Background: an optimization exercise with open tools, aiming at small area and a short achievable clock period. Do not read the settings as production practice.
Where RTL was checked, it was by simulation tests only, not by an equivalence proof against the original.
For runs 1 and 4, only the layout was checked, not whether the RTL still works.
No driver is modelled on the clock port, so clocking that relies on it looks cheaper here than on a real chip.
No activity file was given, so power comes from the tool's default toggle rates.

File: flow/standard.sh
#!/bin/bash
# synth_recipe.tcl (not shown) runs the flow's synth.tcl, then flattens the netlist and writes it again
# the make line also repeats each setting of config.mk as NAME=value (left out here)
make -C /OpenROAD-flow-scripts/flow DESIGN_CONFIG=/design/flow/config.mk WORK_HOME=/design/flow/orfs CLKGATE_MAP_FILE= SYNTH_SCRIPT=/design/flow/synth_recipe.tcl "${@:-finish}"
File: flow/flow/post_cts.tcl
set here [file dirname [info script]]
source [file join $here downsize.tcl]
set fp [open [file join $here margin.txt]]
set margin [string trim [read $fp]]
close $fp
estimate_parasitics -placement
puts "post_cts: worst slack before [worst_slack -max]"
repair_timing -setup -setup_margin $margin -skip_last_gasp
set ws [worst_slack -max]
puts "post_cts: worst slack after repair $ws"
puts "post_cts: downsized [my_downsize [expr {min($ws, $margin)}]] cells"
repair_timing -setup -setup_margin $margin -skip_last_gasp
puts "post_cts: worst slack after downsizing [worst_slack -max]"
repair_timing -hold
detailed_placement
check_placement -verbose
estimate_parasitics -placement
puts "post_cts: worst slack final [worst_slack -max] hold [worst_slack -min]"
File: flow/design.v
`timescale 1ns / 1ps
module top_module(
    input clk,
    input rst,
    input [15:0] sw,
    input btnC,
    output reg [6:0] seg,
    output reg [3:0] an,
    output reg bitti,
    output [1:0] p
    );
    reg btnC_prev;
    reg s0, sira, p0, p1;
    reg s1;              
    reg arm;             
    reg [15:0] sayi0, sayi1;
    reg [15:0] m;
    assign p = {p1, p0};
    wire gir = btnC & ~btnC_prev;
    wire cmp = btnC & arm;
    wire [15:0] tah = sw & {16{s1}};
    wire [15:0] sa;
    mux16 smux(.sel(sira), .a(sayi0), .b(sayi1), .y(sa));
    wire [15:0] m_n;
    match_matrix mm(.g(tah), .s(sa), .m(m_n));
    always @(posedge clk) begin
        if (rst) begin
            btnC_prev <= 1'b0;
            s0 <= 1'b0;
            p0 <= 1'b1;
            s1 <= 1'b0;
            sira <= 1'b0;
            p1 <= 1'b1;
            bitti <= 1'b0;
            arm <= 1'b0;
        end else begin
            btnC_prev <= btnC;
            arm <= ~btnC & s0 & ~bitti;
            if (gir) begin
                s0 <= 1'b1;
                if (s0) begin
                    p0 <= 1'b0;
                    s1 <= 1'b1;
                end
                sira <= ~sira;
            end
            if (cmp) begin
                p1 <= ~sira;
                if (m_n[0] & m_n[5] & m_n[10] & m_n[15]) bitti <= 1'b1;
            end
        end
    end
    always @(posedge clk) begin
        if (!s0) sayi0 <= sw;
        if (!s1) sayi1 <= sw;
        if (cmp) m <= m_n;
    end
    wire [3:0] v;
    digit_sel ds(.m(m), .s1(s1), .rst(rst), .an(an), .v(v));
    wire [6:0] seg_n;
    hex7 hx(.v(v), .seg(seg_n));
    always @(posedge clk) begin
        if (rst) an <= 4'b1111;
        else an <= {an[2:0], an[3] & ~&an[2:0]};
        seg <= seg_n;
    end
endmodule
module mux16(
    input sel,
    input [15:0] a,
    input [15:0] b,
    output [15:0] y
    );
    assign y = sel ? a : b;
endmodule
module match_matrix(
    input [15:0] g,
    input [15:0] s,
    output [15:0] m
    );
    genvar i, j;
    generate
        for (i = 0; i < 4; i = i + 1) begin : gi
            for (j = 0; j < 4; j = j + 1) begin : gj
                eq4 e(.a(g[4*i +: 4]), .b(s[4*j +: 4]), .y(m[4*i+j]));
            end
        end
    endgenerate
endmodule
module eq4(
    input [3:0] a,
    input [3:0] b,
    output y
    );
    assign y = a == b;
endmodule
module digit_sel(
    input [15:0] m,
    input s1,
    input rst,
    input [3:0] an,
    output reg [3:0] v
    );
    function [1:0] fa(input x, input y, input z);
        fa = {(x & y) | (x & z) | (y & z), x ^ y ^ z};
    endfunction
    wire [1:0] d0 = fa(m[0], m[5], m[10]);
    wire b0 = d0[0] ^ m[15];
    wire e0 = d0[0] & m[15];
    wire [2:0] bull = {d0[1] & e0, d0[1] ^ e0, b0};
    wire [1:0] f0 = fa(m[1], m[2], m[3]);
    wire [1:0] f1 = fa(m[4], m[6], m[7]);
    wire [1:0] f2 = fa(m[8], m[9], m[11]);
    wire [1:0] f3 = fa(m[12], m[13], m[14]);
    wire [1:0] g0 = fa(f0[0], f1[0], f2[0]);
    wire [1:0] g1 = fa(f0[1], f1[1], f2[1]);
    wire c0 = g0[0] ^ f3[0];
    wire k0 = g0[0] & f3[0];
    wire [1:0] g2 = fa(g0[1], g1[0], f3[1]);
    wire c1 = g2[0] ^ k0;
    wire k1 = g2[0] & k0;
    wire [1:0] g3 = fa(g1[1], g2[1], k1);
    wire [3:0] cow = {g3[1], g3[0], c1, c0};
    always @(*)
        if (rst) v = 4'h8;
        else if (!an[0]) v = 4'hC;
        else if (!an[1]) v = s1 ? {1'b0, bull} : 4'h0;
        else if (!an[2]) v = 4'hB;
        else v = s1 ? cow : 4'h0;
endmodule
module hex7(
    input [3:0] v,
    output [6:0] seg
    );
    assign seg[0] = (~v[3] & ~v[2] & ~v[1]) | (v[3] & v[2]) | (v[2] & v[1] & v[0]);
    assign seg[1] = (~v[3] & ~v[2] & v[0]) | (~v[3] & ~v[2] & v[1]) | (~v[3] & v[1] & v[0]);
    assign seg[2] = (~v[3] & v[0]) | (~v[1] & v[0]) | (~v[3] & v[2] & ~v[1]);
    assign seg[3] = (v[3] & v[1] & ~v[0]) | (v[2] & v[1] & v[0]) | (~v[3] & v[2] & ~v[1] & ~v[0]) | (~v[3] & ~v[2] & ~v[1] & v[0]);
    assign seg[4] = (v[3] & v[2]) | (~v[3] & ~v[2] & v[1] & ~v[0]);
    assign seg[5] = (v[3] & v[2]) | (v[2] & v[1] & ~v[0]) | (v[3] & v[1] & v[0]) | (v[2] & ~v[1] & v[0]);
    assign seg[6] = (v[3] & v[1] & v[0]) | (~v[3] & v[2] & ~v[1] & ~v[0]) | (~v[3] & ~v[2] & ~v[1] & v[0]);
endmodule
File: flow/constraint.sdc
create_clock -name core_clock -period 12.5 [get_ports {clk}]
set_input_delay 2.5000 -clock core_clock [delete_from_list [all_inputs] [get_ports {clk}]]
set_output_delay 2.5000 -clock core_clock [all_outputs]
set_load 0.01 [all_outputs]
File: flow/config.mk
export PLATFORM = sky130hd
export DESIGN_NAME = top_module
export DESIGN_NICKNAME = top_module
export VERILOG_FILES = /design/flow/design.v
export SDC_FILE = /design/flow/constraint.sdc
export NUM_CORES = 4
export LEC_CHECK = 0
export ABC_AREA = 0
export CAP_MARGIN = 20
export CORE_MARGIN = 2
export CORE_UTILIZATION = 65
export SLEW_MARGIN = 20
export SYNTH_HIERARCHICAL = 1
File: flow/flow/downsize.tcl
# greedy downsizing: each cell to the smallest same-function cell that keeps
# the worst setup slack at or above the floor and adds no slew/cap violation
proc my_downsize {floor} {
  set n 0
  foreach inst [get_cells *] {
    set ref [get_property $inst ref_name]
    if {![regexp {^(sky130_fd_sc_hd__[a-z0-9]+)_([0-9]+)$} $ref -> base size]} { continue }
    if {[string match "*clkbuf*" $base] || [string match "*dfxtp*" $base] || [string match "*edfxtp*" $base]} { continue }
    if {[string match "*buf*" $base] && [regexp {^(input|output)} [get_property $inst full_name]]} { continue }
    set lcs [get_lib_cells -quiet $ref]
    if {[llength $lcs] == 0} { continue }
    set cur_area [get_property [lindex $lcs 0] area]
    set cands {}
    foreach lc [get_lib_cells ${base}_*] {
      set nm [get_property $lc name]
      if {![regexp "^${base}_(\[0-9\]+)\$" $nm]} { continue }
      set a [get_property $lc area]
      if {$a < $cur_area} { lappend cands [list $a $nm] }
    }
    foreach c [lsort -real -index 0 $cands] {
      set nm [lindex $c 1]
      replace_cell $inst $nm
      if {[worst_slack -max] >= $floor && [sta::max_slew_violation_count] == 0 && [sta::max_capacitance_violation_count] == 0} {
        incr n
        set ref $nm
        break
      }
      replace_cell $inst $ref
    }
  }
  return $n
}

# the largest early or late slew, either edge, at any flip-flop clock pin
proc my_clock_slew {} {
  set w 0
  foreach pin [all_registers -clock_pins -edge_triggered] {
    foreach e {rise fall} {
      set s [get_property $pin slew_max_$e]
      if {$s > $w} { set w $s }
    }
  }
  return $w
}

# clock buffers to a smaller size where the clock-pin slew stays under
# max_slew and the worst setup and hold slacks stay at or above the floors
proc my_downsize_clock {floor max_slew} {
  set n 0
  foreach inst [get_cells *] {
    set ref [get_property $inst ref_name]
    if {![regexp {^sky130_fd_sc_hd__clkbuf_([0-9]+)$} $ref -> size]} { continue }
    foreach cand {sky130_fd_sc_hd__clkbuf_2 sky130_fd_sc_hd__clkbuf_4} {
      regexp {_([0-9]+)$} $cand -> csize
      if {$csize >= $size} { continue }
      replace_cell $inst $cand
      if {[worst_slack -max] >= $floor && [worst_slack -min] >= 0.1 && [my_clock_slew] <= $max_slew
          && [sta::max_slew_violation_count] == 0 && [sta::max_capacitance_violation_count] == 0} {
        incr n
        set ref $cand
        set size $csize
        break
      }
      replace_cell $inst $ref
    }
  }
  return $n
}
File: flow/flow/run.sh
#!/bin/bash
# ORFS layout with plain buffers on the ports, a small clock tree, and after
# clock tree synthesis a resizing pass (flow/post_cts.tcl) that trades slack
# for area and then sizes the critical paths up to a tighter target.
set -euo pipefail
here=$(pwd)
bash standard.sh synth > synth.log 2>&1
bash standard.sh \
  "BUFFER_PORTS_ARGS=-buffer_cell sky130_fd_sc_hd__buf_1" \
  "CTS_ARGS=-sink_clustering_enable -repair_clock_nets -dont_use_dummy_load" \
  "POST_CTS_TCL=$here/flow/post_cts.tcl" \
  finish > layout.log 2>&1
File: flow/flow/margin.txt
9.05
==> results of run 1 <==
per-stage QoR:
stage | cells | cell area, um2 | hold WS (ns)
2_1_floorplan | 271 | 3628 | 0.4275
3_3_place_gp | 365 | 3750 | 0.4337
3_5_place_dp | 365 | 3750 | 0.4399
5_1_grt | 387 | 3835 | 0.4924
6_report | 387 | 3835 | 0.4586
flip-flops by register name, summed over array words and instances, names as in the netlist:
signal,count
an,4
arm,1
bitti,1
btnC_prev,1
m,16
p0,1
p1,1
s0,1
s1,1
sayi0,16
sayi1,16
seg,7
sira,1
modules after synthesis, one instance, submodules excluded, a selection:
module / copies in the design / flip-flops and latches / cells / cell area [um2]
mux16: 1 / 0 / 18 / 249.0
eq4: 16 / 0 / 5 / 47.55
digit_sel: 1 / 0 / 36 / 356.6
top_module: 1 / 67 / 111 / 2081
hex7: 1 / 0 / 26 / 181.4
routing by layer:
metal	vias to the layer above	part of all wire [%]	routed length [um]
met4	0	1.8	119
met2	39	49	3321
met5	-	0	0
met1	1070	46	3119
li1	1028	-	-
met3	11	2.5	171
cell families after synthesis:
group                      after synthesis  synth area share, %
AOI/OAI and AO/OA                       20                3.690
xor gates and xnor gates                66                15.93
adders and majority gates               14                6.655
buffers and inverters                   25                4.138
DFF                                     67                50.21
muxes                                   18                6.620
and+or+nand+nor                         61                12.76
cell type report:
class                      count  area share, %
sequential                    67          47.67
multi-input combinational    179          40.78
tap                           72          2.349
clock buffer                   9          3.230
inverter                      15          1.468
timing repair buffer          45          4.502
placed cells by master, fill, tap and decap left out, types with 2 or more instances in the layout:
| cell type | instances |
|---|---|
| nor2b_1 | 2 |
| mux2_1 | 12 |
| buf_1 | 42 |
| mux2_2 | 6 |
| ha_1 | 4 |
| nand2_1 | 3 |
| a21oi_1 | 4 |
| nor4_1 | 14 |
| nor2_1 | 9 |
| dfxtp_2 | 2 |
| o21ai_1 | 3 |
| a31oi_1 | 2 |
| or2_2 | 3 |
| nor2_2 | 2 |
| and2_0 | 5 |
| clkbuf_8 | 9 |
| and2_2 | 2 |
| and2_4 | 3 |
| clkbuf_2 | 2 |
| xor2_1 | 65 |
| nor4_2 | 3 |
| fa_1 | 8 |
| a21o_1 | 4 |
| edfxtp_1 | 48 |
| and2_1 | 7 |
| dfxtp_1 | 16 |
| inv_1 | 14 |
power by group through the flow:
| stage | Combinational (mW) | Clock, mW | Sequential [mW] |
|---|---|---|---|
| 5_1_grt | 0.0931 | 0.143 | 0.263 |
| 2_1_floorplan | 0.0749 | 0 | 0.263 |
| 6_report | 0.0852 | 0.132 | 0.261 |
| 3_5_place_dp | 0.0906 | 0 | 0.267 |
| 3_3_place_gp | 0.0881 | 0 | 0.266 |
final timing paths:
path,from,end,slack [ns],cells past startpoint
max,rst,seg[1],8.94,6
min,an[3],an[0],0.46,1
max reg2reg,m[1],seg[1],8.97,11
min reg2reg,an[3],an[0],0.46,1
==> flow_metrics.py, run 1 <==
metrics = {
    "outcome": {
        "outcome": "timing/DRC/antenna clean",
    },
    "final_layout": {
        "syn_to_final_growth_pct": 5.690,
        "antenna-diode-count": 0,
        "utilization_pct": 70.51,
        "num-fill-cells": 441,
        "nNetsFinal": 349,
        "area.sequential_um2": 1828,
        "layout-drive-gt1-share_pct": 12.06,
        "multi_input_area_um2": 1564,
    },
    "floorplanning": {
        "io_pins": 33,
        "initial_core_util_pct": 66.71,
        "fp.dieW_um": 78.72,
        "die_area_um2": 6196,
        "die_h_um": 78.72,
        "rows": 27,
        "core_um2": 5439,
    },
    "setup_path": {
        "start_kind": "input port",
        "critical_path_buf_inv_count": 2,
        "path_cells": "clkbuf_2, nand2b_1, nor2_2, inv_1, maj3_1, nor2_1",
        "critical-path-top-delay-family": "simple AND/OR/NAND/NOR gates",
        "slowest_stage": "maj3_1",
        "critPathKind": "input port to register",
        "required_ns": 12.78,
        "cp-end-kind": "register",
        "cp.arrival_ns": 3.84,
        "max_stage_delay_ns": 0.38,
        "cp_max_fo": 14,
    },
    "sta": {
        "post-route-min-period_ns": 3.558,
        "post-route-period-util_pct": 28.47,
        "drv_slew": 0,
        "rsz0062_at_grt": "no",
        "finClkSkew_ns": 0.02655,
        "fmax_mhz": 281.0,
        "final_hold_viol_count": 0,
        "layout_setup_ws_ns": 8.942,
        "fin_setup_tns_ns": 0,
        "slew-limit-headroom_pct": 40.90,
        "worst_pin_slew_ns": 0.8853,
        "finalSetupViolations": 0,
    },
    "yosys": {
        "yosys.area.top_type_share_pct": 39.72,
        "syn_area_per_cell_um2": 13.39,
        "synthArstFlopShare_pct": 0,
        "yosysTopAreaCell": "edfxtp_1",
        "synth_seq_cells": 67,
        "synthTopCellsByCount": "xor2_1, edfxtp_1, dfxtp_1",
        "synthTopCellsByArea": "edfxtp_1, xor2_1, dfxtp_1",
        "synth_seq_area_share_pct": 50.21,
        "yosys_warnings": 8,
        "syn-instance-count": 271,
        "synth_edf_count": 48,
        "syn_area_um2": 3628,
        "synth_nets": 303,
        "synth_cell_types": 43,
        "yosysMostFrequentCell": "xor2_1",
        "synth_ff_type": "edfxtp_1",
    },
    "worst_hold_path": {
        "hp-class": "register to register",
    },
    "power": {
        "switching_power_uw": 126.9,
        "seq_power_share_pct": 54.6,
        "p_sw_share_pct": 26.52,
        "vdd_drop_max_mv": 0.08742,
        "p_clk_share_pct": 27.6,
        "p_int_uw": 351.7,
        "p_leak_nw": 1.512,
        "power_density_nw_per_um2": 124.8,
        "pwr-share-comb_pct": 17.8,
        "power.total_uw": 478.6,
    },
    "grt": {
        "use_met3_pct": 3.750,
        "use_met2_pct": 38.21,
        "grt_pass1_wl_um": 10820,
        "grt_max_degree": 21,
        "grt_usage_pct": 23.55,
        "grt_busiest_layer": "met2",
        "grtUsageMet1_pct": 31.49,
        "antenna_found_initial": 0,
        "gr-total-overflow": 0,
        "grt_pass1_vias": 2155,
    },
    "route": {
        "drtIter0Drc": 91,
        "dr.pass1.iters": 6,
        "drc_errors": 0,
        "vias_per_cell": 5.550,
        "via_count": 2148,
        "antenna_left": 0,
        "finalWirelength_um": 6730,
        "wl_per_cell_um": 17.39,
    },
    "cts": {
        "clk_pin_slew_ns": 0.08,
        "cts_tree": "yes",
        "insertion_delay_ns": 0.35,
        "clock-sinks": 67,
    },
    "placed_design": {
        "dpl.hpwl_um": 4784,
        "port_buffers": 32,
        "gp_congestion": 0.8041,
        "preCtsSetupSlack_ns": 8.253,
    },
    "run": {
        "maxCapViolCount": 0,
    },
}
==> run 2, diff against run 1 <==
--- a/flow/design.v
+++ b/flow/design.v
@@ -18,11 +18,11 @@
     assign p = {p1, p0};
     wire gir = btnC & ~btnC_prev;
     wire cmp = btnC & arm;
-    wire [15:0] tah = sw & {16{s1}};
+    wire [15:0] tah_n = ~(sw & {16{s1}});
     wire [15:0] sa;
     mux16 smux(.sel(sira), .a(sayi0), .b(sayi1), .y(sa));
     wire [15:0] m_n;
-    match_matrix mm(.g(tah), .s(sa), .m(m_n));
+    match_matrix mm(.g_n(tah_n), .s(sa), .m(m_n));
     always @(posedge clk) begin
         if (rst) begin
             btnC_prev <= 1'b0;
@@ -31,7 +31,6 @@
             s1 <= 1'b0;
             sira <= 1'b0;
             p1 <= 1'b1;
-            bitti <= 1'b0;
             arm <= 1'b0;
         end else begin
             btnC_prev <= btnC;
@@ -44,25 +43,29 @@
                 end
                 sira <= ~sira;
             end
-            if (cmp) begin
-                p1 <= ~sira;
-                if (m_n[0] & m_n[5] & m_n[10] & m_n[15]) bitti <= 1'b1;
-            end
+            if (cmp) p1 <= ~sira;
         end
     end
+    wire win = btnC & arm & ~rst;
+    always @(posedge clk)
+        bitti <= (bitti & ~rst) | (win & m_n[0] & m_n[5] & m_n[10] & m_n[15]);
     always @(posedge clk) begin
         if (!s0) sayi0 <= sw;
         if (!s1) sayi1 <= sw;
         if (cmp) m <= m_n;
     end
     wire [3:0] v;
-    digit_sel ds(.m(m), .s1(s1), .rst(rst), .an(an), .v(v));
+    digit_sel ds(.m(m), .s1(s1), .an(an), .v(v));
     wire [6:0] seg_n;
     hex7 hx(.v(v), .seg(seg_n));
     always @(posedge clk) begin
-        if (rst) an <= 4'b1111;
-        else an <= {an[2:0], an[3] & ~&an[2:0]};
-        seg <= seg_n;
+        if (rst) begin
+            an <= 4'b1111;
+            seg <= 7'b000_0000;
+        end else begin
+            an <= {an[2:0], an[3] & ~&an[2:0]};
+            seg <= seg_n;
+        end
     end
 endmodule
 module mux16(
@@ -74,7 +77,7 @@
     assign y = sel ? a : b;
 endmodule
 module match_matrix(
-    input [15:0] g,
+    input [15:0] g_n,
     input [15:0] s,
     output [15:0] m
     );
@@ -82,22 +85,21 @@
     generate
         for (i = 0; i < 4; i = i + 1) begin : gi
             for (j = 0; j < 4; j = j + 1) begin : gj
-                eq4 e(.a(g[4*i +: 4]), .b(s[4*j +: 4]), .y(m[4*i+j]));
+                eq4 e(.a_n(g_n[4*i +: 4]), .b(s[4*j +: 4]), .y(m[4*i+j]));
             end
         end
     endgenerate
 endmodule
 module eq4(
-    input [3:0] a,
+    input [3:0] a_n,
     input [3:0] b,
     output y
     );
-    assign y = a == b;
+    assign y = a_n == ~b;
 endmodule
 module digit_sel(
     input [15:0] m,
     input s1,
-    input rst,
     input [3:0] an,
     output reg [3:0] v
     );
@@ -122,8 +124,7 @@
     wire [1:0] g3 = fa(g1[1], g2[1], k1);
     wire [3:0] cow = {g3[1], g3[0], c1, c0};
     always @(*)
-        if (rst) v = 4'h8;
-        else if (!an[0]) v = 4'hC;
+        if (!an[0]) v = 4'hC;
         else if (!an[1]) v = s1 ? {1'b0, bull} : 4'h0;
         else if (!an[2]) v = 4'hB;
         else v = s1 ? cow : 4'h0;
==> flow/flow/margin.txt (replaced) <==
9.15
--- a/flow/config.mk
+++ b/flow/config.mk
@@ -8,6 +8,6 @@
 export ABC_AREA = 0
 export CAP_MARGIN = 20
 export CORE_MARGIN = 2
-export CORE_UTILIZATION = 65
+export CORE_UTILIZATION = 70
 export SLEW_MARGIN = 20
 export SYNTH_HIERARCHICAL = 1
==> flow_metrics.py, run 2 <==
metrics = {
    "outcome": {
        "outcome": "timing/DRC/antenna clean",
    },
    "final_layout": {
        "final_common_cell": "xnor2_1",
        "top_regs": "m x16, sayi0 x16, sayi1 x16",
        "nNetsFinal": 351,
        "syn_to_final_growth_pct": 7.100,
        "layout-drive-gt1-share_pct": 12.62,
        "num-fill-cells": 324,
        "stdcell_area_um2": 3812,
        "mostFrequentLayoutCells": "xnor2_1, edfxtp_1, buf_1",
        "area.sequential_um2": 1836,
        "utilization_pct": 79.14,
        "multi_input_area_um2": 1545,
        "antenna-diode-count": 0,
    },
    "placed_design": {
        "preCtsSetupSlack_ns": 8.453,
        "place_area_um2": 3655,
        "gp_congestion": 0.9603,
        "dpl.hpwl_um": 4566,
        "port_buffers": 32,
    },
    "yosys": {
        "yosys.area.top_type_share_pct": 40.49,
        "syn_area_um2": 3560,
        "synth_ff_type": "edfxtp_1",
        "synth_cell_types": 43,
        "syn-instance-count": 281,
        "synth_edf_count": 48,
        "synthTopCellsByCount": "xnor2_1, edfxtp_1, nand2_1",
        "synth_nets": 313,
        "yosysMostFrequentCell": "xnor2_1",
        "synthTopCellsByArea": "edfxtp_1, xnor2_1, dfxtp_1",
        "syn_area_per_cell_um2": 12.67,
        "synthArstFlopShare_pct": 0,
        "synth_seq_cells": 67,
        "yosys_warnings": 8,
        "synth_seq_area_share_pct": 51.18,
        "yosysTopAreaCell": "edfxtp_1",
    },
    "floorplanning": {
        "core_um2": 4817,
        "io_pins": 33,
        "fp.dieW_um": 75.31,
        "rows": 25,
        "die_h_um": 75.31,
        "initial_core_util_pct": 73.90,
        "die_area_um2": 5672,
    },
    "grt": {
        "grt_pass1_wl_um": 10240,
        "grt_usage_pct": 25.81,
        "grt_pass1_vias": 2105,
        "grt_max_degree": 24,
        "antenna_found_initial": 0,
        "gr-total-overflow": 0,
    },
    "route": {
        "via_count": 2128,
        "wl_per_cell_um": 16.54,
        "drc_errors": 0,
        "dr.pass1.iters": 4,
        "finalWirelength_um": 6352,
        "antenna_left": 0,
        "vias_per_cell": 5.542,
        "drtIter0Drc": 136,
    },
    "sta": {
        "post-route-period-util_pct": 28.30,
        "drv_slew": 0,
        "post-route-min-period_ns": 3.537,
        "worst_pin_slew_ns": 0.8656,
        "rsz0062_at_grt": "no",
        "slew-limit-headroom_pct": 42.22,
        "fmax_mhz": 282.7,
        "finClkSkew_ns": 0.01919,
        "fin_setup_tns_ns": 0,
        "final_hold_viol_count": 0,
        "finalSetupViolations": 0,
        "layout_setup_ws_ns": 8.963,
    },
    "setup_path": {
        "cp-endpoint": "bitti",
        "path_cells": "buf_1, nand2_1, xnor2_1, nor4_2, and4_1, a31oi_1, nor2_1",
        "worst_r2r_path_depth": 12,
        "cp.arrival_ns": 3.80,
        "reg2reg_to": "seg[1]",
        "start_kind": "input port",
        "r2r_setup_slack_ns": 8.97,
        "cp_max_fo": 4,
        "r2r-start": "m[3]",
        "required_ns": 12.77,
        "crit_cells": 7,
        "critical_path_buf_inv_count": 1,
        "critical-path-top-delay-family": "simple AND/OR/NAND/NOR gates",
        "slowest_stage": "nor4_2",
        "critPathKind": "input port to register",
        "cp-end-kind": "register",
        "max_stage_delay_ns": 0.34,
        "startpoint": "sw[10]",
    },
    "cts": {
        "cts_tree": "yes",
        "clk_pin_slew_ns": 0.07,
        "insertion_delay_ns": 0.34,
        "clock-sinks": 67,
    },
    "power": {
        "p_clk_share_pct": 26.7,
        "vdd_drop_max_mv": 0.1030,
        "switching_power_uw": 128.3,
        "power_density_nw_per_um2": 128.5,
        "seq_power_share_pct": 53.3,
        "pwr-share-comb_pct": 20.0,
        "p_leak_nw": 1.351,
        "p_int_uw": 361.5,
        "p_sw_share_pct": 26.20,
    },
    "run": {
        "maxCapViolCount": 0,
    },
    "worst_hold_path": {
        "hp-class": "register to register",
        "hp-start": "p0",
    },
}
-- run 2: cell types whose count changed in the layout (fill, tap and decap cells not counted), sizes merged, moves of 3 or more --
| cell | before | now |
|---|---|---|
| and2 | 17 | 1 |
| and2b | 1 | 8 |
| buf | 43 | 35 |
| clkbuf | 11 | 14 |
| nand2 | 3 | 23 |
| xnor2 | 1 | 65 |
| xor2 | 65 | 1 |
-- run 2: power by group through the flow --
stage,clock (mW),sequential (mW),combinational (mW)
final,0.131,0.261,0.0981
after global routing,0.141,0.263,0.109
after detailed placement,0,0.268,0.0979
after global placement,0,0.267,0.0960
after floorplan,0,0.264,0.0830
-- run 2: layer usage --
layer,wire length [um],track usage [%],vias up
li1,-,-,1041
met1,2790,33.81,1009
met2,3039,41.16,64
met3,387,7.407,14
met4,135,9.942,0
met5,0,0,-
-- run 2: cell type report --
class	instances	share of cell area, %
clock buffers	9	3.249
inverters	15	1.477
multi-input cells	186	40.53
flip-flops and latches	67	48.15
well taps	67	2.199
repair buffers	40	4.398
-- run 2: kinds of logic (layout without fill, tap and decap cells) --
kind of cell	Yosys count	count (layout)	synth area share, %
simple gates	70	70	10.76
flops	67	67	51.18
xor+xnor	66	66	16.24
buf+inv	28	64	4.991
compound gates	19	19	3.656
mux	17	17	6.397
fa+ha+maj	14	14	6.784
-- run 2: worst min-delay path by stage --
stage / to / depth (start not counted) / slack, ns
finish: p0 / 1 / 0.45
global route: p1 / 1 / 0.49
detailed placement: p0 / 1 / 0.44
global placement: p0 / 1 / 0.43
floorplan: p0 / 1 / 0.43
-- run 2: Yosys stat by module, one instance, submodules excluded, a selection --
module      cells  cell area [um2]  flops+latches  times used
hex7           26            181.4              0           1
mux16          18            249.0              0           1
eq4             5            41.29              0          16
digit_sel      37            352.8              0           1
top_module    120             2116             67           1
-- run 2: per-stage QoR --
step	std cells	hold slack, ns	total power, mW
6_report	384	0.4533	0.4898
5_1_grt	384	0.4861	0.5128
3_5_place_dp	368	0.4387	0.3655
3_3_place_gp	368	0.4325	0.3626
2_1_floorplan	281	0.4272	0.3470
==> run 3, diff against run 2 <==
==> flow/flow/margin.txt (replaced) <==
9.05
==> flow_metrics.py, run 3 <==
metrics = {
    "yosys": {
        "syn_area_per_cell_um2": 12.67,
        "synthTopCellsByArea": "edfxtp_1, xnor2_1, dfxtp_1",
        "synthTopCellsByCount": "xnor2_1, edfxtp_1, nand2_1",
        "syn-instance-count": 281,
        "yosysTopAreaCell": "edfxtp_1",
        "yosys_warnings": 8,
        "yosys.area.top_type_share_pct": 40.49,
        "synth_edf_count": 48,
        "synth_seq_area_share_pct": 51.18,
        "synthArstFlopShare_pct": 0,
        "syn_area_um2": 3560,
        "synth_seq_cells": 67,
        "synth_nets": 313,
        "synth_ff_type": "edfxtp_1",
        "synth_cell_types": 43,
        "yosysMostFrequentCell": "xnor2_1",
    },
    "final_layout": {
        "final_cells": 381,
        "num-fill-cells": 332,
        "mostFrequentLayoutCells": "xnor2_1, edfxtp_1, buf_1",
        "layout-drive-gt1-share_pct": 10.51,
        "final_common_cell": "xnor2_1",
        "multi_input_area_um2": 1544,
        "area.sequential_um2": 1824,
        "nNetsFinal": 348,
        "syn_to_final_growth_pct": 6.151,
        "top_regs": "m x16, sayi0 x16, sayi1 x16",
        "antenna-diode-count": 0,
    },
    "sta": {
        "whs_ns": 0.4533,
        "fin_setup_tns_ns": 0,
        "fmax_mhz": 281.6,
        "finClkSkew_ns": 0.01940,
        "worst_pin_slew_ns": 0.8614,
        "post-route-period-util_pct": 28.41,
        "finalSetupViolations": 0,
        "rsz0062_at_grt": "no",
        "final_hold_viol_count": 0,
        "drv_slew": 0,
        "slew-limit-headroom_pct": 42.50,
        "post-route-min-period_ns": 3.552,
    },
    "setup_path": {
        "start_kind": "register",
        "required_ns": 12.79,
        "cp_max_fo": 8,
        "cp.arrival_ns": 3.84,
        "critPathKind": "register to register",
        "cp-end-kind": "register",
    },
    "route": {
        "via_count": 2115,
        "vias_per_cell": 5.551,
        "finalWirelength_um": 6385,
        "drc_errors": 0,
        "drtIter0Drc": 122,
        "wl_per_cell_um": 16.76,
        "antenna_left": 0,
        "dr.pass1.iters": 4,
    },
    "outcome": {
        "outcome": "timing/DRC/antenna clean",
    },
    "placed_design": {
        "port_buffers": 32,
        "gp_congestion": 0.9603,
        "dpl.hpwl_um": 4566,
        "dp_cells": 368,
    },
    "grt": {
        "gr-total-overflow": 0,
        "grt_pass1_wl_um": 10230,
        "antenna_found_initial": 0,
        "grt_max_degree": 24,
        "grt_pass1_vias": 2106,
        "grt_usage_pct": 25.84,
    },
    "cts": {
        "clock-sinks": 67,
        "cts_tree": "yes",
        "clk_pin_slew_ns": 0.07,
        "insertion_delay_ns": 0.34,
    },
    "floorplanning": {
        "fp.dieW_um": 75.31,
        "initial_core_util_pct": 73.90,
        "die_area_um2": 5672,
        "core_um2": 4817,
        "io_pins": 33,
        "rows": 25,
        "die_h_um": 75.31,
    },
    "power": {
        "vdd_drop_max_mv": 0.1029,
        "p_leak_nw": 1.326,
        "power_density_nw_per_um2": 129.8,
    },
    "run": {
        "maxCapViolCount": 0,
    },
    "worst_hold_path": {
        "hp-class": "register to register",
    },
}
## run 3: cell counts after synthesis
No cell type changed its count.
## run 3: worst max-delay path: stages (launching register included)
cell,delay [ns]
edfxtp_1,0.41
fa_2,0.42
fa_1,0.51
fa_1,0.53
ha_2,0.18
inv_2,0.04
fa_1,0.48
nand4b_1,0.11
o211ai_1,0.10
buf_4,0.17
maj3_1,0.35
nor2_1,0.10
and2b_1,0.12
## run 3: logic make-up after synthesis
| family | count (synthesis) | share of synthesized area, % |
|---|---|---|
| adders and majority gates | 14 | 6.784 |
| AOI/OAI and AO/OA | 19 | 3.656 |
| DFF | 67 | 51.18 |
| buffers and inverters | 28 | 4.991 |
| xor gates and xnor gates | 66 | 16.24 |
| muxes | 17 | 6.397 |
| and+or+nand+nor | 70 | 10.76 |
## run 3: final timing paths
path / from / end / slack, ns / depth (start not counted)
min reg2reg: p0 / p0 / 0.45 / 1
max reg2reg: m[1] / seg[1] / 8.95 / 12
max: m[1] / seg[1] / 8.95 / 12
min: p0 / p0 / 0.45 / 1
## run 3: where the power goes
group          switching, mW  leakage, nW  internal [mW]
clock network         0.0674       0.0647         0.0639
registers            0.00856        0.620          0.254
logic                 0.0530        0.641         0.0439
total                  0.129         1.33          0.361
## run 3: routing by layer
layer | track usage (%) | routed length (um) | vias to the layer above
li1 | - | - | 1036
met1 | 33.72 | 2847 | 1021
met2 | 41.35 | 3092 | 48
met3 | 7.804 | 348 | 10
met4 | 9.357 | 97 | 0
met5 | 0 | 0 | -
## run 3: layout make-up
type | count | share of cell area [%]
clock buffer | 9 | 3.278
inverter | 15 | 1.490
multi-input combinational | 186 | 40.86
sequential | 67 | 48.28
tap | 67 | 2.219
timing repair buffer | 37 | 3.874
## run 3: metrics by stage
stage,util [%],power [mW],cell area [um2],worst slack [ns]
2_1_floorplan,-,0.3470,3560,9.031
3_3_place_gp,75.87,0.3626,3655,8.552
3_5_place_dp,75.87,0.3655,3655,8.453
5_1_grt,78.44,0.5124,3779,8.828
6_report,78.44,0.4905,3779,8.948
## run 3: modules after synthesis (local to each module, per instance), a selection
module | cell area (um2) | flip-flops and latches
top_module | 2116 | 67
digit_sel | 352.8 | 0
mux16 | 249.0 | 0
hex7 | 181.4 | 0
eq4 | 41.29 | 0
==> run 4, diff against run 3 <==
--- a/flow/design.v
+++ b/flow/design.v
@@ -47,8 +47,10 @@
         end
     end
     wire win = btnC & arm & ~rst;
+    wire bitti_n;
+    win_set ws(.keep(bitti & ~rst), .win(win), .d({m_n[15], m_n[10], m_n[5], m_n[0]}), .y(bitti_n));
     always @(posedge clk)
-        bitti <= (bitti & ~rst) | (win & m_n[0] & m_n[5] & m_n[10] & m_n[15]);
+        bitti <= bitti_n;
     always @(posedge clk) begin
         if (!s0) sayi0 <= sw;
         if (!s1) sayi1 <= sw;
@@ -141,3 +143,11 @@
     assign seg[5] = (v[3] & v[2]) | (v[2] & v[1] & ~v[0]) | (v[3] & v[1] & v[0]) | (v[2] & ~v[1] & v[0]);
     assign seg[6] = (v[3] & v[1] & v[0]) | (~v[3] & v[2] & ~v[1] & ~v[0]) | (~v[3] & ~v[2] & ~v[1] & v[0]);
 endmodule
+module win_set(
+    input keep,
+    input win,
+    input [3:0] d,
+    output y
+    );
+    assign y = ~((~win | ~&d) & ~keep);
+endmodule
==> flow_metrics.py, run 4 <==
metrics = {
    "grt": {
        "grt_pass1_wl_um": 10310,
        "gr-total-overflow": 0,
        "antenna_found_initial": 0,
        "grt_pass1_vias": 2060,
        "grt_max_degree": 22,
        "grt_usage_pct": 26.01,
    },
    "route": {
        "top_layer": "met4",
        "wl_per_cell_um": 17.39,
        "vias_per_cell": 5.623,
        "drc_errors": 0,
        "wl_met3_um": 296,
        "wl_met1_um": 3088,
        "via_count": 2120,
        "dr.pass1.iters": 4,
        "drtIter0Drc": 154,
        "finalWirelength_um": 6557,
        "antenna_left": 0,
        "wl_met2_um": 3065,
    },
    "floorplanning": {
        "fp.dieW_um": 75.28,
        "initial_core_util_pct": 73.82,
        "die_area_um2": 5666,
        "rows": 25,
        "core_um2": 4817,
        "die_h_um": 75.28,
        "io_pins": 33,
    },
    "yosys": {
        "syn_area_um2": 3556,
        "synth_seq_cells": 67,
        "synth_nets": 312,
        "synthTopCellsByArea": "edfxtp_1, xnor2_1, dfxtp_1",
        "synthArstFlopShare_pct": 0,
        "yosys_warnings": 8,
        "syn_area_per_cell_um2": 12.70,
        "synthTopCellsByCount": "xnor2_1, edfxtp_1, nand2_1",
        "synth_ff_type": "edfxtp_1",
        "syn-instance-count": 280,
        "yosys.area.top_type_share_pct": 40.53,
        "synth_edf_count": 48,
        "yosysMostFrequentCell": "xnor2_1",
        "synth_seq_area_share_pct": 51.23,
        "yosysTopAreaCell": "edfxtp_1",
        "synth_cell_types": 46,
    },
    "sta": {
        "post-route-period-util_pct": 28.54,
        "final_hold_viol_count": 0,
        "rsz0062_at_grt": "no",
        "slew-limit-headroom_pct": 43.66,
        "whs_ns": 0.4700,
        "fmax_mhz": 280.3,
        "fin_setup_tns_ns": 0,
        "finalSetupViolations": 0,
        "drv_slew": 0,
        "layout_setup_ws_ns": 8.932,
        "worst_pin_slew_ns": 0.8451,
        "post-route-min-period_ns": 3.568,
        "finClkSkew_ns": 0.01665,
    },
    "power": {
        "vdd_drop_max_mv": 0.1055,
        "power.total_uw": 482.7,
        "p_leak_nw": 1.301,
        "power_density_nw_per_um2": 128.3,
    },
    "final_layout": {
        "multi_input_area_um2": 1545,
        "num-fill-cells": 337,
        "stdcell_area_um2": 3761,
        "top_regs": "m x16, sayi0 x16, sayi1 x16",
        "final_common_cell": "xnor2_1",
        "antenna-diode-count": 0,
        "syn_to_final_growth_pct": 5.771,
        "area.sequential_um2": 1823,
        "nNetsFinal": 344,
        "mostFrequentLayoutCells": "xnor2_1, edfxtp_1, buf_1",
        "layout-drive-gt1-share_pct": 9.677,
    },
    "setup_path": {
        "cp.arrival_ns": 3.76,
        "cp-end-kind": "register",
        "required_ns": 12.70,
        "start_kind": "register",
        "critPathKind": "register to register",
        "cp_max_fo": 7,
    },
    "cts": {
        "clk_pin_slew_ns": 0.07,
        "clock-sinks": 67,
        "insertion_delay_ns": 0.34,
        "cts_tree": "yes",
    },
    "placed_design": {
        "port_buffers": 32,
        "gp_congestion": 0.9622,
        "dpl.hpwl_um": 4720,
        "preCtsSetupSlack_ns": 8.658,
        "place_area_um2": 3652,
    },
    "worst_hold_path": {
        "hp-class": "register to register",
    },
    "run": {
        "maxCapViolCount": 0,
    },
    "outcome": {
        "outcome": "timing/DRC/antenna clean",
    },
}
run 4: worst max-delay path, stage by stage, from the launching register on:
cell and delay [ns]:
edfxtp_1 0.42, fa_2 0.41, fa_1 0.54, fa_1 0.43
ha_1 0.22, inv_1 0.07, fa_1 0.41, nand4b_1 0.18
o211ai_1 0.14, buf_4 0.19, nor4b_2 0.05, a31oi_1 0.19
nand2_1 0.07, nor2b_1 0.12
run 4: power by group:
part           switching, mW  leakage [nW]  total [mW]  internal [mW]
clock                 0.0670        0.0647       0.131         0.0640
combinational         0.0500         0.616      0.0908         0.0408
sequential           0.00771         0.620       0.261          0.253
total                  0.125          1.30       0.483          0.358
run 4: cells by family (layout without fill, tap and decap cells):
group	after synthesis	after routing	synth area share (%)
AOI/OAI and AO/OA	21	21	4.012
xor gates and xnor gates	65	65	16.01
buffers and inverters	27	57	4.644
muxes	18	18	6.685
and+or+nand+nor	68	68	10.63
DFF	67	67	51.23
adders and majority gates	14	14	6.791
run 4: per-layer routing:
| metal | vias to the layer above | track usage [%] |
|---|---|---|
| met4 | 0 | 10.14 |
| met5 | - | 0 |
| met3 | 11 | 4.150 |
| li1 | 1028 | - |
| met2 | 63 | 41.03 |
| met1 | 1018 | 36.52 |
run 4: area by class of cell:
| type | count | area share, % |
|---|---|---|
| Multi-Input combinational cell | 186 | 41.08 |
| Sequential cell | 67 | 48.47 |
| Clock buffer | 9 | 3.293 |
| Inverter | 14 | 1.397 |
| Tap cell | 67 | 2.229 |
| Timing Repair Buffer | 34 | 3.526 |
run 4: final timing paths:
check,startpoint,to,slack (ns),cells after the start
hold reg to reg,bitti,arm,0.47,1
setup reg to reg,m[4],seg[3],8.93,13
setup / recovery,m[4],seg[3],8.93,13
hold / removal,bitti,arm,0.47,1
run 4: per-stage QoR:
stage	std cells	utilization, %
6_report	377	78.08
5_1_grt	377	78.08
3_5_place_dp	366	75.82
3_3_place_gp	366	75.82
2_1_floorplan	280	-
run 4: per-module statistics from Yosys (local to each module, per instance), excerpt:
| module | flops+latches | copies in the design | cell area [um2] |
|---|---|---|---|
| win_set | 0 | 1 | 15.01 |
| mux16 | 0 | 1 | 249.0 |
| hex7 | 0 | 1 | 181.4 |
| digit_sel | 0 | 1 | 349.1 |
| eq4 | 0 | 16 | 41.29 |
| top_module | 67 | 1 | 2101 |
==> run 5, diff against run 4 <==
--- a/flow/design.v
+++ b/flow/design.v
@@ -121,10 +121,13 @@
     wire c0 = g0[0] ^ f3[0];
     wire k0 = g0[0] & f3[0];
     wire [1:0] g2 = fa(g0[1], g1[0], f3[1]);
-    wire c1 = g2[0] ^ k0;
-    wire k1 = g2[0] & k0;
-    wire [1:0] g3 = fa(g1[1], g2[1], k1);
-    wire [3:0] cow = {g3[1], g3[0], c1, c0};
+    wire c1, k1, h, c2, c3;
+    g_xor2 x1(.a(g2[0]), .b(k0), .y(c1));
+    g_and2 a1(.a(g2[0]), .b(k0), .y(k1));
+    g_xor2 x2(.a(g1[1]), .b(g2[1]), .y(h));
+    g_xor2 x3(.a(h), .b(k1), .y(c2));
+    g_maj3 j3(.a(g1[1]), .b(g2[1]), .c(k1), .y(c3));
+    wire [3:0] cow = {c3, c2, c1, c0};
     always @(*)
         if (!an[0]) v = 4'hC;
         else if (!an[1]) v = s1 ? {1'b0, bull} : 4'h0;
@@ -149,5 +152,22 @@
     input [3:0] d,
     output y
     );
-    assign y = ~((~win | ~&d) & ~keep);
+    wire nd;
+    g_nand4 n(.a(d), .y(nd));
+    g_o21ai o(.a1(~win), .a2(nd), .b1(~keep), .y(y));
 endmodule
+module g_xor2(input a, input b, output y);
+    assign y = a ^ b;
+endmodule
+module g_and2(input a, input b, output y);
+    assign y = a & b;
+endmodule
+module g_maj3(input a, input b, input c, output y);
+    assign y = (a & b) | (a & c) | (b & c);
+endmodule
+module g_nand4(input [3:0] a, output y);
+    assign y = ~&a;
+endmodule
+module g_o21ai(input a1, input a2, input b1, output y);
+    assign y = ~((a1 | a2) & b1);
+endmodule
==> flow/flow/margin.txt (replaced) <==
9.2
==> flow_metrics.py, run 5 <==
metrics = {
    "outcome": {
        "outcome": "timing/DRC/antenna clean",
    },
    "floorplanning": {
        "die_area_um2": 5663,
        "fp.dieW_um": 75.25,
        "rows": 25,
        "initial_core_util_pct": 73.77,
        "core_um2": 4817,
        "die_h_um": 75.25,
        "io_pins": 33,
    },
    "yosys": {
        "synth_fa_ha_area_share_pct": 6.197,
        "yosys.area.top_type_share_pct": 40.56,
        "syn_area_per_cell_um2": 12.65,
        "synth_edf_count": 48,
        "synthArstFlopShare_pct": 0,
        "synth_ff_type": "edfxtp_1",
        "yosysMostFrequentCell": "xnor2_1",
        "synth_seq_area_share_pct": 51.27,
        "synth_seq_cells": 67,
        "synth_cell_types": 47,
        "synth_nets": 311,
        "synth_compound_area_share_pct": 4.120,
        "synth_top_family_by_area": "XOR/XNOR gates",
        "muxShareOfSynthArea_pct": 6.690,
        "syn_area_um2": 3553,
        "synthXorXnorAreaFrac_pct": 16.76,
        "syn-instance-count": 281,
        "synthTopCellsByArea": "edfxtp_1, xnor2_1, dfxtp_1",
        "synth_simple_gate_area_share_pct": 10.53,
        "yosys_warnings": 8,
        "yosysTopAreaCell": "edfxtp_1",
        "synthTopCellsByCount": "xnor2_1, edfxtp_1, nand2_1",
    },
    "placed_design": {
        "gp_congestion": 0.8877,
        "preCtsSetupSlack_ns": 8.612,
        "port_buffers": 32,
        "dpl.hpwl_um": 4764,
        "place_area_um2": 3654,
    },
    "grt": {
        "grt_max_degree": 22,
        "gr-total-overflow": 0,
        "grt_usage_pct": 28.30,
        "antenna_found_initial": 0,
        "grt_pass1_wl_um": 11080,
        "grt_pass1_vias": 2239,
    },
    "setup_path": {
        "cp-end-kind": "register",
        "cp.arrival_ns": 3.50,
        "start_kind": "input port",
        "required_ns": 12.57,
        "critPathKind": "input port to register",
        "path_cells": "buf_1, nand2_1, xnor2_1, nor4_1",
        "max_stage_delay_ns": 0.47,
        "slowest_stage": "nor4_1",
        "cp_max_fo": 4,
    },
    "power": {
        "p_sw_share_pct": 26.19,
        "power_density_nw_per_um2": 125.5,
        "p_int_uw": 361.5,
        "vdd_drop_max_mv": 0.1195,
        "p_clk_share_pct": 26.8,
        "p_leak_nw": 1.347,
        "pwr-share-comb_pct": 20.0,
        "seq_power_share_pct": 53.1,
        "switching_power_uw": 128.2,
    },
    "route": {
        "dr.pass1.iters": 4,
        "wl_met1_um": 2978,
        "antenna_left": 0,
        "top_layer": "met4",
        "wl_met2_um": 3453,
        "wl_met3_um": 391,
        "wl_per_cell_um": 17.48,
        "drtIter0Drc": 136,
        "drc_errors": 0,
        "finalWirelength_um": 6938,
        "via_count": 2242,
        "vias_per_cell": 5.647,
    },
    "sta": {
        "finClkSkew_ns": 0.02501,
        "post-route-min-period_ns": 3.434,
        "drv_slew": 0,
        "worst_pin_slew_ns": 0.8290,
        "finalSetupViolations": 0,
        "whs_ns": 0.4539,
        "slew-limit-headroom_pct": 44.73,
        "final_hold_viol_count": 0,
        "fin_setup_tns_ns": 0,
        "post-route-period-util_pct": 27.47,
        "rsz0062_at_grt": "no",
        "layout_setup_ws_ns": 9.066,
        "fmax_mhz": 291.2,
    },
    "cts": {
        "clk_pin_slew_ns": 0.07,
        "clock-sinks": 67,
        "insertion_delay_ns": 0.35,
        "cts_tree": "yes",
    },
    "final_layout": {
        "final_common_cell": "xnor2_1",
        "syn_to_final_growth_pct": 9.859,
        "antenna-diode-count": 0,
        "top_regs": "m x16, sayi0 x16, sayi1 x16",
        "layout-drive-gt1-share_pct": 15.45,
        "nNetsFinal": 362,
        "mostFrequentLayoutCells": "xnor2_1, edfxtp_1, buf_1",
        "stdcell_area_um2": 3904,
    },
    "worst_hold_path": {
        "hp-class": "register to register",
    },
    "run": {
        "maxCapViolCount": 0,
    },
}
run 5: layout make-up:
cell class                 count  area, um2
tap                           67      83.83
clock buffer                   9      123.9
inverter                      13      52.55
fill                         325      913.4
timing repair buffer          52      256.5
sequential                    67       1836
multi-input combinational    189       1551
run 5: per-module statistics from Yosys, one instance, submodules excluded, a selection:
module	cells inside	area [um2]	times used	flip-flops and latches
g_maj3	1	11.26	1	0
g_o21ai	1	5.005	1	0
eq4	5	41.29	16	0
g_xor2	1	8.758	3	0
g_nand4	1	6.256	1	0
hex7	26	181.4	1	0
digit_sel	29	299.0	1	0
g_and2	1	6.256	1	0
mux16	18	249.0	1	0
win_set	2	7.507	1	0
run 5: per-layer routing:
| layer | GRT usage (%) | up-vias |
|---|---|---|
| met2 | 45.81 | 65 |
| met5 | 0 | - |
| met3 | 9.639 | 12 |
| li1 | - | 1072 |
| met1 | 36.05 | 1093 |
| met4 | 9.552 | 0 |
run 5: cells by family (layout without fill, tap and decap cells):
logic type / Yosys count / after routing
xor gates and xnor gates: 68 / 68
DFF: 67 / 67
and+or+nand+nor: 67 / 67
buffers and inverters: 26 / 74
AOI/OAI and AO/OA: 22 / 23
muxes: 18 / 18
adders and majority gates: 13 / 13
run 5: final timing paths:
kind              start  endpoint  slack (ns)  depth (start not counted)
setup / recovery  sw[0]      m[2]        9.07                          4
hold / removal    bitti       arm        0.45                          1
setup reg to reg   m[1]    seg[6]        9.14                         11
hold reg to reg   bitti       arm        0.45                          1
run 5: through the flow:
stage / util, % / total power, mW / instances
after global routing: 81.04 / 0.5101 / 397
after floorplan: - / 0.3412 / 281
after global placement: 75.84 / 0.3572 / 367
final: 81.04 / 0.4897 / 397
after detailed placement: 75.84 / 0.3601 / 367
run 5: critical path, delay by kind of cell:
family / cells / cell delay [ns]
XOR/XNOR: 1 / 0.21
AND/OR/NAND/NOR: 2 / 0.66
buffers and inverters: 1 / 0.13
run 5: power groups by stage:
stage | logic, mW | registers, mW | clock network (mW)
2_1_floorplan | 0.0780 | 0.263 | 0
3_3_place_gp | 0.0919 | 0.265 | 0
3_5_place_dp | 0.0938 | 0.266 | 0
5_1_grt | 0.107 | 0.262 | 0.141
6_report | 0.0981 | 0.260 | 0.131
==> run 6, diff against run 5 <==
==> flow/flow/margin.txt (replaced) <==
9.1
==> flow_metrics.py, run 6 <==
metrics = {
    "setup_path": {
        "slowest_stage": "fa_1",
        "cp.arrival_ns": 3.66,
        "path_cells": "fa_1, fa_1, fa_1, and2_1, xor2_1, nand4_1, o211ai_1, buf_1, nor4b_1, a31oi_1, nand2_1, nor2b_1",
        "start_kind": "register",
        "crit_top_cell": "fa_1",
        "max_stage_delay_ns": 0.58,
        "cp_max_fo": 9,
        "cp-end-kind": "register",
        "required_ns": 12.69,
        "critPathKind": "register to register",
    },
    "floorplanning": {
        "die_h_um": 75.25,
        "fp.dieW_um": 75.25,
        "die_area_um2": 5663,
        "rows": 25,
        "initial_core_util_pct": 73.77,
        "core_um2": 4817,
        "io_pins": 33,
    },
    "sta": {
        "post-route-min-period_ns": 3.469,
        "final_hold_viol_count": 0,
        "post-route-period-util_pct": 27.76,
        "slew-limit-headroom_pct": 45.27,
        "fin_setup_tns_ns": 0,
        "layout_setup_ws_ns": 9.031,
        "drv_slew": 0,
        "finalSetupViolations": 0,
        "rsz0062_at_grt": "no",
        "fmax_mhz": 288.2,
        "finClkSkew_ns": 0.02421,
        "worst_pin_slew_ns": 0.8198,
    },
    "route": {
        "wl_per_cell_um": 17.36,
        "drtIter0Drc": 130,
        "drc_errors": 0,
        "antenna_left": 0,
        "finalWirelength_um": 6613,
        "vias_per_cell": 5.633,
        "dr.pass1.iters": 4,
        "via_count": 2146,
        "top_layer": "met4",
        "wl_met3_um": 348,
        "wl_met1_um": 2964,
        "wl_met2_um": 3164,
    },
    "final_layout": {
        "layout-drive-gt1-share_pct": 10.19,
        "num-fill-cells": 350,
        "top_regs": "m x16, sayi0 x16, sayi1 x16",
        "area.sequential_um2": 1828,
        "mostFrequentLayoutCells": "xnor2_1, edfxtp_1, buf_1",
        "antenna-diode-count": 0,
        "syn_to_final_growth_pct": 6.338,
        "final_common_cell": "xnor2_1",
        "final_cells": 381,
        "nNetsFinal": 346,
        "multi_input_area_um2": 1555,
    },
    "placed_design": {
        "dpl.hpwl_um": 4764,
        "preCtsSetupSlack_ns": 8.612,
        "dp_cells": 367,
        "port_buffers": 32,
        "gp_congestion": 0.8877,
    },
    "grt": {
        "grt_usage_pct": 27.14,
        "grt_pass1_wl_um": 10590,
        "grt_max_degree": 22,
        "gr-total-overflow": 0,
        "grt_pass1_vias": 2125,
        "antenna_found_initial": 0,
    },
    "cts": {
        "clk_pin_slew_ns": 0.06,
        "insertion_delay_ns": 0.35,
        "cts_tree": "yes",
        "clock-sinks": 67,
    },
    "yosys": {
        "yosys_warnings": 8,
        "synth_nets": 311,
        "synth_seq_area_share_pct": 51.27,
        "yosysTopAreaCell": "edfxtp_1",
        "synth_seq_cells": 67,
        "syn-instance-count": 281,
        "synthTopCellsByArea": "edfxtp_1, xnor2_1, dfxtp_1",
        "synth_edf_count": 48,
        "yosysMostFrequentCell": "xnor2_1",
        "syn_area_per_cell_um2": 12.65,
        "syn_area_um2": 3553,
        "synthArstFlopShare_pct": 0,
        "yosys.area.top_type_share_pct": 40.56,
        "synth_cell_types": 47,
        "synth_ff_type": "edfxtp_1",
        "synthTopCellsByCount": "xnor2_1, edfxtp_1, nand2_1",
    },
    "power": {
        "power_density_nw_per_um2": 128.5,
        "vdd_drop_max_mv": 0.1191,
        "p_leak_nw": 1.288,
    },
    "outcome": {
        "outcome": "timing/DRC/antenna clean",
    },
    "run": {
        "maxCapViolCount": 0,
    },
    "worst_hold_path": {
        "hp-class": "register to register",
    },
}
-- run 6: layout make-up --
| cell class | count | share of cell area, % |
|---|---|---|
| inverters | 13 | 1.291 |
| multi-input cells | 189 | 41.16 |
| well taps | 67 | 2.219 |
| flip-flops and latches | 67 | 48.38 |
| repair buffers | 36 | 3.675 |
| clock buffers | 9 | 3.278 |
-- run 6: report_power, final --
part,switching [mW],total (mW),leakage (nW),internal (mW)
Sequential,0.00781,0.261,0.620,0.253
Clock,0.0673,0.131,0.0647,0.0638
Combinational,0.0519,0.0933,0.604,0.0414
-- run 6: stage by stage --
step | hold WS, ns | cell area, um2 | total power, mW | utilization (%)
floorplan | 0.4278 | 3553 | 0.3412 | -
global placement | 0.4349 | 3654 | 0.3572 | 75.84
detailed placement | 0.4644 | 3654 | 0.3601 | 75.84
global route | 0.4896 | 3779 | 0.5061 | 78.44
finish | 0.4778 | 3779 | 0.4856 | 78.44
-- run 6: Yosys stat by module, one instance, submodules excluded, a selection --
module      flops+latches  cells inside
win_set                 0             2
g_and2                  0             1
g_o21ai                 0             1
eq4                     0             5
top_module             67           119
hex7                    0            26
g_xor2                  0             1
digit_sel               0            29
g_maj3                  0             1
-- run 6: worst paths after layout --
kind | start | to | slack [ns] | depth (start not counted)
max | m[1] | seg[3] | 9.03 | 12
min | an[3] | an[0] | 0.48 | 1
max reg2reg | m[1] | seg[3] | 9.03 | 12
min reg2reg | an[3] | an[0] | 0.48 | 1
-- run 6: cells by family (layout without fill, tap and decap cells) --
kind of cell,after synthesis,after routing,share of synthesized area (%)
flip-flops,67,67,51.27
AND/OR/NAND/NOR,67,67,10.53
AO/OA/AOI/OAI,22,23,4.120
adder cells (fa/ha/maj),13,13,6.197
multiplexers,18,18,6.690
XOR/XNOR,68,68,16.76
buffers and inverters,26,58,4.437
-- run 6: critical path, delay by kind of cell (launching register included) --
kind,cells,cell delay (ns)
fa+ha+maj,3,1.55
simple gates,5,0.59
flops,1,0.40
buf+inv,1,0.33
compound gates,2,0.29
xor+xnor,1,0.16
-- run 6: per-layer routing --
metal | track usage [%] | vias to the layer above
li1 | - | 1039
met1 | 35.27 | 1024
met2 | 42.98 | 70
met3 | 9.639 | 13
met4 | 8.967 | 0
met5 | 0 | -
==> run 7, diff against run 6 <==
==> flow/flow/margin.txt (replaced) <==
9.05
==> flow_metrics.py, run 7 <==
metrics = {
    "placed_design": {
        "dp_cells": 367,
        "gp_congestion": 0.8877,
        "port_buffers": 32,
        "place_area_um2": 3654,
        "dpl.hpwl_um": 4764,
        "preCtsSetupSlack_ns": 8.612,
    },
    "cts": {
        "insertion_delay_ns": 0.35,
        "clk_pin_slew_ns": 0.06,
        "clock-sinks": 67,
        "cts_tree": "yes",
    },
    "sta": {
        "finClkSkew_ns": 0.02474,
        "fin_setup_tns_ns": 0,
        "drv_slew": 0,
        "finalSetupViolations": 0,
        "whs_ns": 0.4782,
        "slew-limit-headroom_pct": 44.80,
        "rsz0062_at_grt": "no",
        "worst_pin_slew_ns": 0.8268,
        "post-route-min-period_ns": 3.487,
        "final_hold_viol_count": 0,
        "fmax_mhz": 286.8,
        "post-route-period-util_pct": 27.89,
        "layout_setup_ws_ns": 9.013,
    },
    "setup_path": {
        "cp_max_fo": 10,
        "reg2reg_to": "seg[3]",
        "r2r_setup_slack_ns": 9.01,
        "critPathKind": "register to register",
        "cp-end-kind": "register",
        "start_kind": "register",
        "worst_r2r_path_depth": 11,
        "r2r-start": "m[1]",
        "cp.arrival_ns": 3.75,
        "required_ns": 12.77,
    },
    "worst_hold_path": {
        "hp-start": "an[3]",
        "holdPathEnd": "an[0]",
        "hp-class": "register to register",
        "hold_depth": 1,
    },
    "final_layout": {
        "mostFrequentLayoutCells": "xnor2_1, edfxtp_1, buf_1",
        "syn_to_final_growth_pct": 5.599,
        "utilization_pct": 77.90,
        "nNetsFinal": 345,
        "layout-drive-gt1-share_pct": 7.987,
        "multi_input_area_um2": 1538,
        "final_common_cell": "xnor2_1",
        "area.sequential_um2": 1823,
        "stdcell_area_um2": 3752,
        "top_regs": "m x16, sayi0 x16, sayi1 x16",
        "antenna-diode-count": 0,
        "num-fill-cells": 353,
        "final_cells": 380,
    },
    "grt": {
        "grt_pass1_wl_um": 10480,
        "grt_max_degree": 22,
        "grt_pass1_vias": 2108,
        "grt_usage_pct": 26.86,
        "antenna_found_initial": 0,
        "gr-total-overflow": 0,
    },
    "yosys": {
        "synth_nets": 311,
        "syn_area_um2": 3553,
        "synthTopCellsByCount": "xnor2_1, edfxtp_1, nand2_1",
        "yosysTopAreaCell": "edfxtp_1",
        "synth_edf_count": 48,
        "synth_ff_type": "edfxtp_1",
        "yosys.area.top_type_share_pct": 40.56,
        "yosys_warnings": 8,
        "syn-instance-count": 281,
        "synth_seq_area_share_pct": 51.27,
        "synth_seq_cells": 67,
        "syn_area_per_cell_um2": 12.65,
        "synth_cell_types": 47,
        "yosysMostFrequentCell": "xnor2_1",
        "synthArstFlopShare_pct": 0,
        "synthTopCellsByArea": "edfxtp_1, xnor2_1, dfxtp_1",
    },
    "route": {
        "wl_per_cell_um": 17.25,
        "finalWirelength_um": 6554,
        "drc_errors": 0,
        "vias_per_cell": 5.589,
        "antenna_left": 0,
        "via_count": 2124,
        "drtIter0Drc": 104,
        "dr.pass1.iters": 4,
    },
    "run": {
        "maxCapViolCount": 0,
    },
    "floorplanning": {
        "io_pins": 33,
        "die_h_um": 75.25,
        "core_um2": 4817,
        "fp.dieW_um": 75.25,
        "initial_core_util_pct": 73.77,
        "die_area_um2": 5663,
        "rows": 25,
    },
    "power": {
        "p_leak_nw": 1.277,
        "power_density_nw_per_um2": 129.0,
        "vdd_drop_max_mv": 0.1189,
        "power.total_uw": 483.9,
    },
    "outcome": {
        "outcome": "timing/DRC/antenna clean",
    },
}
[run 7: cell counts after synthesis]
Identical to the previous run, type by type.
[run 7: worst max-delay path by stage]
| stage | start | end |
|---|---|---|
| finish | m[1] | seg[3] |
| global route | m[1] | seg[4] |
| detailed placement | sw[8] | bitti |
| global placement | sw[8] | bitti |
| floorplan | sw[1] | bitti |
[run 7: per-module statistics from Yosys (local to each module, per instance), excerpt]
module / cells inside / area (um2)
g_maj3: 1 / 11.26
g_xor2: 1 / 8.758
g_nand4: 1 / 6.256
top_module: 119 / 2101
digit_sel: 29 / 299.0
mux16: 18 / 249.0
hex7: 26 / 181.4
eq4: 5 / 41.29
g_and2: 1 / 6.256
g_o21ai: 1 / 5.005
win_set: 2 / 7.507
[run 7: logic make-up (layout without fill, tap and decap cells)]
kind of cell | Yosys count | in the layout | share of synthesized area [%]
xor+xnor | 68 | 68 | 16.76
flops | 67 | 67 | 51.27
simple gates | 67 | 67 | 10.53
buf+inv | 26 | 58 | 4.437
compound gates | 22 | 22 | 4.120
mux | 18 | 18 | 6.690
fa+ha+maj | 13 | 13 | 6.197
[run 7: worst max-delay path, cell delays in order (launching register included)]
cell      delay, ns
edfxtp_1       0.40
fa_1           0.51
fa_1           0.46
fa_1           0.51
and2_1         0.21
maj3_2         0.31
a21boi_0       0.23
o21ai_2        0.18
nor4b_1        0.35
a31oi_1        0.07
nand2_1        0.07
nor2b_1        0.11
[run 7: final cells by class]
type	count	area share, %
flip-flops and latches	67	48.58
multi-input cells	188	40.98
repair buffers	36	3.601
clock buffers	9	3.301
well taps	67	2.234
inverters	13	1.300
[run 7: routing by layer]
metal  global-route usage, %  routed length (um)
met2                   42.40                3155
met3                   9.639                 367
met5                       0                   0
met1                   34.91                2917
met4                   8.967                 114
[run 7: power by group]
| group | internal [mW] | total (mW) | leakage, nW | switching [mW] |
|---|---|---|---|---|
| Combinational | 0.0409 | 0.0917 | 0.592 | 0.0509 |
| Clock | 0.0638 | 0.131 | 0.0647 | 0.0674 |
| Sequential | 0.253 | 0.261 | 0.620 | 0.00770 |
| Total | 0.358 | 0.484 | 1.28 | 0.126 |
==> run 8, diff against run 7 <==
==> flow/flow/margin.txt (replaced) <==
9.15
==> flow_metrics.py, run 8 <==
metrics = {
    "yosys": {
        "synth_ff_type": "edfxtp_1",
        "synthArstFlopShare_pct": 0,
        "synth_edf_count": 48,
        "yosysMostFrequentCell": "xnor2_1",
        "yosysTopAreaCell": "edfxtp_1",
        "yosys.area.top_type_share_pct": 40.56,
        "synth_nets": 311,
        "yosys_warnings": 8,
        "synthTopCellsByArea": "edfxtp_1, xnor2_1, dfxtp_1",
        "syn_area_um2": 3553,
        "syn_area_per_cell_um2": 12.65,
        "syn-instance-count": 281,
        "synthTopCellsByCount": "xnor2_1, edfxtp_1, nand2_1",
        "synth_seq_cells": 67,
        "synth_seq_area_share_pct": 51.27,
        "synth_cell_types": 47,
    },
    "floorplanning": {
        "core_um2": 4817,
        "io_pins": 33,
        "fp.dieW_um": 75.25,
        "initial_core_util_pct": 73.77,
        "rows": 25,
        "die_area_um2": 5663,
        "die_h_um": 75.25,
    },
    "cts": {
        "insertion_delay_ns": 0.35,
        "clock-sinks": 67,
        "cts_tree": "yes",
        "clk_pin_slew_ns": 0.07,
    },
    "power": {
        "vdd_drop_max_mv": 0.1202,
        "power_density_nw_per_um2": 128.0,
        "p_leak_nw": 1.305,
    },
    "route": {
        "drtIter0Drc": 147,
        "vias_per_cell": 5.606,
        "dr.pass1.iters": 4,
        "antenna_left": 0,
        "drc_errors": 0,
        "via_count": 2147,
        "wl_per_cell_um": 17.46,
        "finalWirelength_um": 6687,
    },
    "sta": {
        "whs_ns": 0.4395,
        "post-route-min-period_ns": 3.468,
        "drv_slew": 0,
        "finalSetupViolations": 0,
        "fin_setup_tns_ns": 0,
        "rsz0062_at_grt": "no",
        "finClkSkew_ns": 0.02367,
        "slew-limit-headroom_pct": 44.64,
        "fmax_mhz": 288.3,
        "final_hold_viol_count": 0,
        "post-route-period-util_pct": 27.75,
        "worst_pin_slew_ns": 0.8292,
    },
    "run": {
        "maxCapViolCount": 0,
    },
    "outcome": {
        "outcome": "timing/DRC/antenna clean",
    },
    "grt": {
        "grt_usage_pct": 27.23,
        "antenna_found_initial": 0,
        "grt_max_degree": 22,
        "grt_pass1_wl_um": 10620,
        "grt_pass1_vias": 2132,
        "gr-total-overflow": 0,
    },
    "placed_design": {
        "gp_congestion": 0.8877,
        "port_buffers": 32,
        "dpl.hpwl_um": 4764,
    },
    "final_layout": {
        "num-fill-cells": 348,
        "layout-drive-gt1-share_pct": 12.03,
        "syn_to_final_growth_pct": 7.113,
        "nNetsFinal": 348,
        "final_common_cell": "xnor2_1",
        "top_regs": "m x16, sayi0 x16, sayi1 x16",
        "antenna-diode-count": 0,
        "mostFrequentLayoutCells": "xnor2_1, edfxtp_1, buf_1",
    },
    "setup_path": {
        "critPathKind": "input port to register",
        "cp-end-kind": "register",
        "max_stage_delay_ns": 0.35,
        "path_cells": "buf_1, nand2_1, xnor2_1, nor4_1, nand4_1, o21ai_1",
        "required_ns": 12.77,
        "start_kind": "input port",
        "crit_cells": 6,
        "slowest_stage": "nor4_1",
        "critical-path-top-delay-family": "simple AND/OR/NAND/NOR gates",
        "worst_r2r_path_depth": 11,
        "cp_max_fo": 4,
        "cp.arrival_ns": 3.73,
        "critical_path_buf_inv_count": 1,
    },
    "worst_hold_path": {
        "hp-class": "register to register",
        "hold_depth": 1,
    },
}
run 8: cell counts after synthesis:
No cell type changed its count.
run 8: per-layer routing:
layer | global-route usage, % | wire (um) | vias up | share of wire [%]
li1 | - | - | 1045 | -
met1 | 35.18 | 3002 | 1027 | 45
met2 | 43.37 | 3210 | 64 | 48
met3 | 9.639 | 361 | 11 | 5.4
met4 | 8.967 | 111 | 0 | 1.7
met5 | 0 | 0 | - | 0
run 8: kinds of logic (layout without fill, tap and decap cells):
group,Yosys count,after routing,share of synthesized area (%)
multiplexers,18,18,6.690
adder cells (fa/ha/maj),13,13,6.197
XOR/XNOR,68,68,16.76
buffers and inverters,26,60,4.437
flip-flops,67,67,51.27
AO/OA/AOI/OAI,22,23,4.120
AND/OR/NAND/NOR,67,67,10.53
run 8: layout make-up:
type	instances	area, um2	share of cell area [%]
Tap cell	67	83.83	2.202
Inverter	13	48.80	1.282
Sequential cell	67	1834	48.19
Multi-Input combinational cell	189	1563	41.06
Clock buffer	9	123.9	3.254
Timing Repair Buffer	38	152.6	4.011
run 8: worst paths after layout:
check / end / slack, ns / startpoint
setup / recovery: bitti / 9.03 / sw[15]
hold / removal: arm / 0.44 / bitti
setup reg to reg: seg[3] / 9.04 / m[1]
hold reg to reg: arm / 0.44 / bitti
run 8: per-module statistics from Yosys, one instance, submodules excluded, a selection:
module	cells	flip-flops and latches	cell area, um2
g_o21ai	1	0	5.005
hex7	26	0	181.4
g_and2	1	0	6.256
g_nand4	1	0	6.256
mux16	18	0	249.0
digit_sel	29	0	299.0
g_xor2	1	0	8.758
top_module	119	67	2101
win_set	2	0	7.507
run 8: where the power goes:
part / total, mW / switching (mW) / internal (mW)
Clock: 0.132 / 0.0679 / 0.0639
Combinational: 0.0957 / 0.0537 / 0.0420
Sequential: 0.260 / 0.00679 / 0.253
Total: 0.487 / 0.128 / 0.359
run 8: stage by stage:
stage	setup WS [ns]	std cells	power, mW	util, %	area [um2]
finish	9.032	383	0.4874	79.01	3806
global route	8.828	383	0.5072	79.01	3806
detailed placement	8.612	367	0.3601	75.84	3654
global placement	8.722	367	0.3572	75.84	3654
floorplan	9.109	281	0.3412	-	3553

what the ideal ports hide:
How much do the figures lean on ideal ports? The routed layouts below were timed once more, with nothing changed but the port constraints. Step 1, drivers: a clkbuf_16 drives clk and a buf_2 each remaining input, both assumed. Step 2 times the ports against the registers' clock, not the clock port: input delays grow and output delays shrink by t, the midpoint of the rising clock arrivals with the driver on. a / b / c = ideal ports / drivers / drivers and shift; a / b = the first two.
run | shift t [ns] | setup WS [ns]
run 1 | 0.364 | 8.942 / 8.948 / 8.584
run 2 | 0.362 | 8.963 / 8.966 / 8.607
run 3 | 0.362 | 8.948 / 8.948 / 8.599
run 4 | 0.357 | 8.932 / 8.932 / 8.659
run 5 | 0.368 | 9.066 / 9.075 / 8.706
run 6 | 0.366 | 9.031 / 9.030 / 8.703
run 7 | 0.366 | 9.013 / 9.013 / 8.648
run 8 | 0.366 | 9.032 / 9.039 / 8.673
After both steps setup and hold are still met in every run listed.
